Background: an optimization exercise with open tools, aiming at small area and a short achievable clock period. Do not read the settings as production practice.
Function was checked by simulation only, so behaviour that the tests miss may differ from the original.
Power is estimated from default activity; no workload was simulated.

==> flow/design.v <==
module fifo(clk,res,wr_en,rd_en,wdata,rdata,empty,full,overflow,underflow);
	parameter WIDTH=32;
	parameter FIFO_SIZE=32;
	parameter PTR_WIDTH=$clog2(FIFO_SIZE);
	localparam HALF=WIDTH/2;
	localparam NGO=8;             
	input clk,res,wr_en,rd_en;
	input [WIDTH-1:0]wdata;
	output reg empty,full,overflow,underflow;
	output reg[WIDTH-1:0]rdata;
	reg[PTR_WIDTH-1:0]wr_ptr,rd_ptr;
	reg[FIFO_SIZE-1:0]rd_sel;     
	reg nfull, nempty;
	wire do_r = rd_en & nempty;
	wire [PTR_WIDTH-1:0] wr_inc = wr_ptr + 1'b1;
	wire [PTR_WIDTH-1:0] rd_inc = rd_ptr + 1'b1;
	wire [NGO-1:0] go;
	wire do_w = go[0];
	genvar b, g, k;
	generate
		for (g = 0; g < NGO; g = g + 1) begin : wgo
			fifo_and2 u (.a(wr_en), .b(nfull), .y(go[g]));
		end
	endgenerate
	wire [3:0] pa;
	wire [7:0] pb;
	fifo_dec2 upa (.a(wr_ptr[1:0]), .y(pa));
	fifo_dec3 upb (.a(wr_ptr[4:2]), .y(pb));
	wire [WIDTH-1:0] word [FIFO_SIZE-1:0];
	generate
		for (k = 0; k < FIFO_SIZE; k = k + 1) begin : w
			wire we_lo, we_hi;
			fifo_and3 ul (.a(go[(2*k)%NGO]), .b(pa[k%4]), .c(pb[k/4]), .y(we_lo));
			fifo_and3 uh (.a(go[(2*k+1)%NGO]), .b(pa[k%4]), .c(pb[k/4]), .y(we_hi));
			reg [WIDTH-1:0] q;
			always @(posedge clk) begin
				if (we_lo) q[HALF-1:0] <= wdata[HALF-1:0];
				if (we_hi) q[WIDTH-1:HALF] <= wdata[WIDTH-1:HALF];
			end
			assign word[k] = q;
		end
	endgenerate
	wire [WIDTH-1:0] rd_word_n;
	generate
		for (b = 0; b < WIDTH; b = b + 1) begin : rbit
			wire [10:0] n;
			for (g = 0; g < 10; g = g + 1) begin : grp
				fifo_aoi222 u (.a1(rd_sel[3*g]), .a2(word[3*g][b]),
				               .b1(rd_sel[3*g+1]), .b2(word[3*g+1][b]),
				               .c1(rd_sel[3*g+2]), .c2(word[3*g+2][b]), .y(n[g]));
			end
			fifo_aoi22 u10 (.a1(rd_sel[30]), .a2(word[30][b]),
			                .b1(rd_sel[31]), .b2(word[31][b]), .y(n[10]));
			wire o0, o1, o2;
			fifo_nand4 u11 (.a(n[0]), .b(n[1]), .c(n[2]), .d(n[3]), .y(o0));
			fifo_nand4 u12 (.a(n[4]), .b(n[5]), .c(n[6]), .d(n[7]), .y(o1));
			fifo_nand3 u13 (.a(n[8]), .b(n[9]), .c(n[10]), .y(o2));
			fifo_nor3 u14 (.a(o0), .b(o1), .c(o2), .y(rd_word_n[b]));
		end
	endgenerate
	always @(posedge clk) begin
		if (res) begin
			wr_ptr <= 0;
			rd_ptr <= 0;
			rd_sel <= 1;
			empty <= 1'b1;
			nempty <= 1'b0;
			full <= 1'b0;
			nfull <= 1'b1;
			overflow <= 1'b0;
			underflow <= 1'b0;
			rdata <= 0;
		end else begin
			if (do_w) wr_ptr <= wr_inc;
			if (do_r) begin
				rd_ptr <= rd_inc;
				rd_sel <= {rd_sel[FIFO_SIZE-2:0], rd_sel[FIFO_SIZE-1]};
				rdata <= ~rd_word_n;
			end
			if (wr_en & ~nfull) overflow <= 1'b1;
			if (rd_en & ~nempty) underflow <= 1'b1;
			if (do_w) begin
				empty <= 1'b0;
				nempty <= 1'b1;
			end else if (do_r) begin
				empty <= (rd_inc == wr_ptr);
				nempty <= (rd_inc != wr_ptr);
			end
			if (do_r) begin
				full <= 1'b0;
				nfull <= 1'b1;
			end else if (do_w) begin
				full <= (wr_inc == rd_ptr);
				nfull <= (wr_inc != rd_ptr);
			end
		end
	end
endmodule
module fifo_and2(a,b,y);
	input a,b;
	output y;
	assign y = a & b;
endmodule
module fifo_and3(a,b,c,y);
	input a,b,c;
	output y;
	assign y = a & b & c;
endmodule
module fifo_dec2(a,y);
	input [1:0] a;
	output [3:0] y;
	assign y = 4'd1 << a;
endmodule
module fifo_dec3(a,y);
	input [2:0] a;
	output [7:0] y;
	assign y = 8'd1 << a;
endmodule
module fifo_aoi22(a1,a2,b1,b2,y);
	input a1,a2,b1,b2;
	output y;
	assign y = ~((a1 & a2) | (b1 & b2));
endmodule
module fifo_nand4(a,b,c,d,y);
	input a,b,c,d;
	output y;
	assign y = ~(a & b & c & d);
endmodule
module fifo_aoi222(a1,a2,b1,b2,c1,c2,y);
	input a1,a2,b1,b2,c1,c2;
	output y;
	assign y = ~((a1 & a2) | (b1 & b2) | (c1 & c2));
endmodule
module fifo_nand3(a,b,c,y);
	input a,b,c;
	output y;
	assign y = ~(a & b & c);
endmodule
module fifo_nor3(a,b,c,y);
	input a,b,c;
	output y;
	assign y = ~(a | b | c);
endmodule
export LEC_CHECK = 0
export CAP_MARGIN = 20
export CORE_MARGIN = 2
export CORE_UTILIZATION = 60
export CTS_CLUSTER_DIAMETER = 100
export CTS_CLUSTER_SIZE = 30
export PLACE_DENSITY = 0.72
export SETUP_SLACK_MARGIN = 3.8
export SLEW_MARGIN = 20
export SYNTH_HIERARCHICAL = 1
export SYNTH_MINIMUM_KEEP_SIZE = 0
create_clock -name core_clock -period 6.0 [get_ports {clk}]
standard.sh (not shown) runs the stock make flow with config.mk's settings and CLKGATE_MAP_FILE= SYNTH_SCRIPT=/design/flow/synth_recipe.tcl, a recipe that flattens the netlist after the stock synthesis.
==> flow/flow/run.sh <==
#!/bin/bash
# Standard synthesis, then the standard ORFS layout with the I/O port buffers
# made from sky130_fd_sc_hd__buf_2 instead of the tool's default pick (a delay cell).
set -euo pipefail
bash standard.sh synth > synth_make.log 2>&1
export BUFFER_PORTS_ARGS="-buffer_cell sky130_fd_sc_hd__buf_2"
bash standard.sh finish > layout_make.log 2>&1
The first run completed without violations.
Change:
--- a/flow/design.v
+++ b/flow/design.v
@@ -9,7 +9,9 @@
 	output reg empty,full,overflow,underflow;
 	output reg[WIDTH-1:0]rdata;
 	reg[PTR_WIDTH-1:0]wr_ptr,rd_ptr;
-	reg[FIFO_SIZE-1:0]rd_sel;     
+	reg[3:0]rs_lo;
+	reg[7:0]rs_hi;
+	wire[FIFO_SIZE-1:0]rd_sel;
 	reg nfull, nempty;
 	wire do_r = rd_en & nempty;
 	wire [PTR_WIDTH-1:0] wr_inc = wr_ptr + 1'b1;
@@ -40,21 +42,27 @@
 			assign word[k] = q;
 		end
 	endgenerate
+	generate
+		for (k = 0; k < FIFO_SIZE; k = k + 1) begin : rs
+			fifo_and2 u (.a(rs_lo[k%4]), .b(rs_hi[k/4]), .y(rd_sel[k]));
+		end
+	endgenerate
 	wire [WIDTH-1:0] rd_word_n;
 	generate
 		for (b = 0; b < WIDTH; b = b + 1) begin : rbit
-			wire [10:0] n;
+			wire [9:0] n;
 			for (g = 0; g < 10; g = g + 1) begin : grp
 				fifo_aoi222 u (.a1(rd_sel[3*g]), .a2(word[3*g][b]),
 				               .b1(rd_sel[3*g+1]), .b2(word[3*g+1][b]),
 				               .c1(rd_sel[3*g+2]), .c2(word[3*g+2][b]), .y(n[g]));
 			end
-			fifo_aoi22 u10 (.a1(rd_sel[30]), .a2(word[30][b]),
-			                .b1(rd_sel[31]), .b2(word[31][b]), .y(n[10]));
+			wire n30, n31;
+			fifo_nand2 u30 (.a(rd_sel[30]), .b(word[30][b]), .y(n30));
+			fifo_nand2 u31 (.a(rd_sel[31]), .b(word[31][b]), .y(n31));
 			wire o0, o1, o2;
 			fifo_nand4 u11 (.a(n[0]), .b(n[1]), .c(n[2]), .d(n[3]), .y(o0));
 			fifo_nand4 u12 (.a(n[4]), .b(n[5]), .c(n[6]), .d(n[7]), .y(o1));
-			fifo_nand3 u13 (.a(n[8]), .b(n[9]), .c(n[10]), .y(o2));
+			fifo_nand4 u13 (.a(n[8]), .b(n[9]), .c(n30), .d(n31), .y(o2));
 			fifo_nor3 u14 (.a(o0), .b(o1), .c(o2), .y(rd_word_n[b]));
 		end
 	endgenerate
@@ -62,7 +70,8 @@
 		if (res) begin
 			wr_ptr <= 0;
 			rd_ptr <= 0;
-			rd_sel <= 1;
+			rs_lo <= 1;
+			rs_hi <= 1;
 			empty <= 1'b1;
 			nempty <= 1'b0;
 			full <= 1'b0;
@@ -74,7 +83,8 @@
 			if (do_w) wr_ptr <= wr_inc;
 			if (do_r) begin
 				rd_ptr <= rd_inc;
-				rd_sel <= {rd_sel[FIFO_SIZE-2:0], rd_sel[FIFO_SIZE-1]};
+				rs_lo <= {rs_lo[2:0], rs_lo[3]};
+				if (rs_lo[3]) rs_hi <= {rs_hi[6:0], rs_hi[7]};
 				rdata <= ~rd_word_n;
 			end
 			if (wr_en & ~nfull) overflow <= 1'b1;
@@ -116,10 +126,10 @@
 	output [7:0] y;
 	assign y = 8'd1 << a;
 endmodule
-module fifo_aoi22(a1,a2,b1,b2,y);
-	input a1,a2,b1,b2;
+module fifo_nand2(a,b,y);
+	input a,b;
 	output y;
-	assign y = ~((a1 & a2) | (b1 & b2));
+	assign y = ~(a & b);
 endmodule
 module fifo_nand4(a,b,c,d,y);
 	input a,b,c,d;
@@ -131,11 +141,6 @@
 	output y;
 	assign y = ~((a1 & a2) | (b1 & b2) | (c1 & c2));
 endmodule
-module fifo_nand3(a,b,c,y);
-	input a,b,c;
-	output y;
-	assign y = ~(a & b & c);
-endmodule
 module fifo_nor3(a,b,c,y);
 	input a,b,c;
 	output y;
=> Worst setup slack loses 0.051 ns. Power falls by 0.90%. Worst hold slack is better by 0.0031 ns. Cell count climbs by 0.61%. Routed wire length increases by 9.6%. Count of clock-buffer cells in the layout went down by 1. Design area climbs by 1.3%. Maximum frequency shrinks by about 2%. Synthesized area decreases by 1.5%. Combinational power is higher by about 8%. Utilization is higher by 2.0 points. First-iteration DRC count increases by about 20%. Via count grows by 2.2%.

re-timing with driven ports:
Ports are ideal in the flow. The routed layouts listed here were re-timed in OpenROAD.
Step 1 (the two cells are an assumption about what drives the block):
set clk [get_ports {clk}]
set_driving_cell -lib_cell sky130_fd_sc_hd__clkbuf_16 $clk
set_driving_cell -lib_cell sky130_fd_sc_hd__buf_2 [delete_from_list [all_inputs] $clk]
Step 2 adds t to the input delays and takes it off the output delays; t is the mean of the earliest and latest rising clock arrival at the registers after step 1. Input paths then give back, and output paths get back, about the clock's delay inside the block.
a / b / c = ideal ports / drivers / drivers and shift; a / b = the first two.
| run | shift t [ns] | slack for setup (ns) | worst setup path after step 2 |
|---|---|---|---|
| the first run | 0.684 | 3.637 / 3.573 / 3.133 | input to register |
| the second run | 0.680 | 3.586 / 3.567 / 3.112 | input to register |
After both steps every run listed still meets setup and hold. For the first run, which loses most, drivers alone change the setup slack by -0.064 ns; drivers and shift together by -0.504 ns.
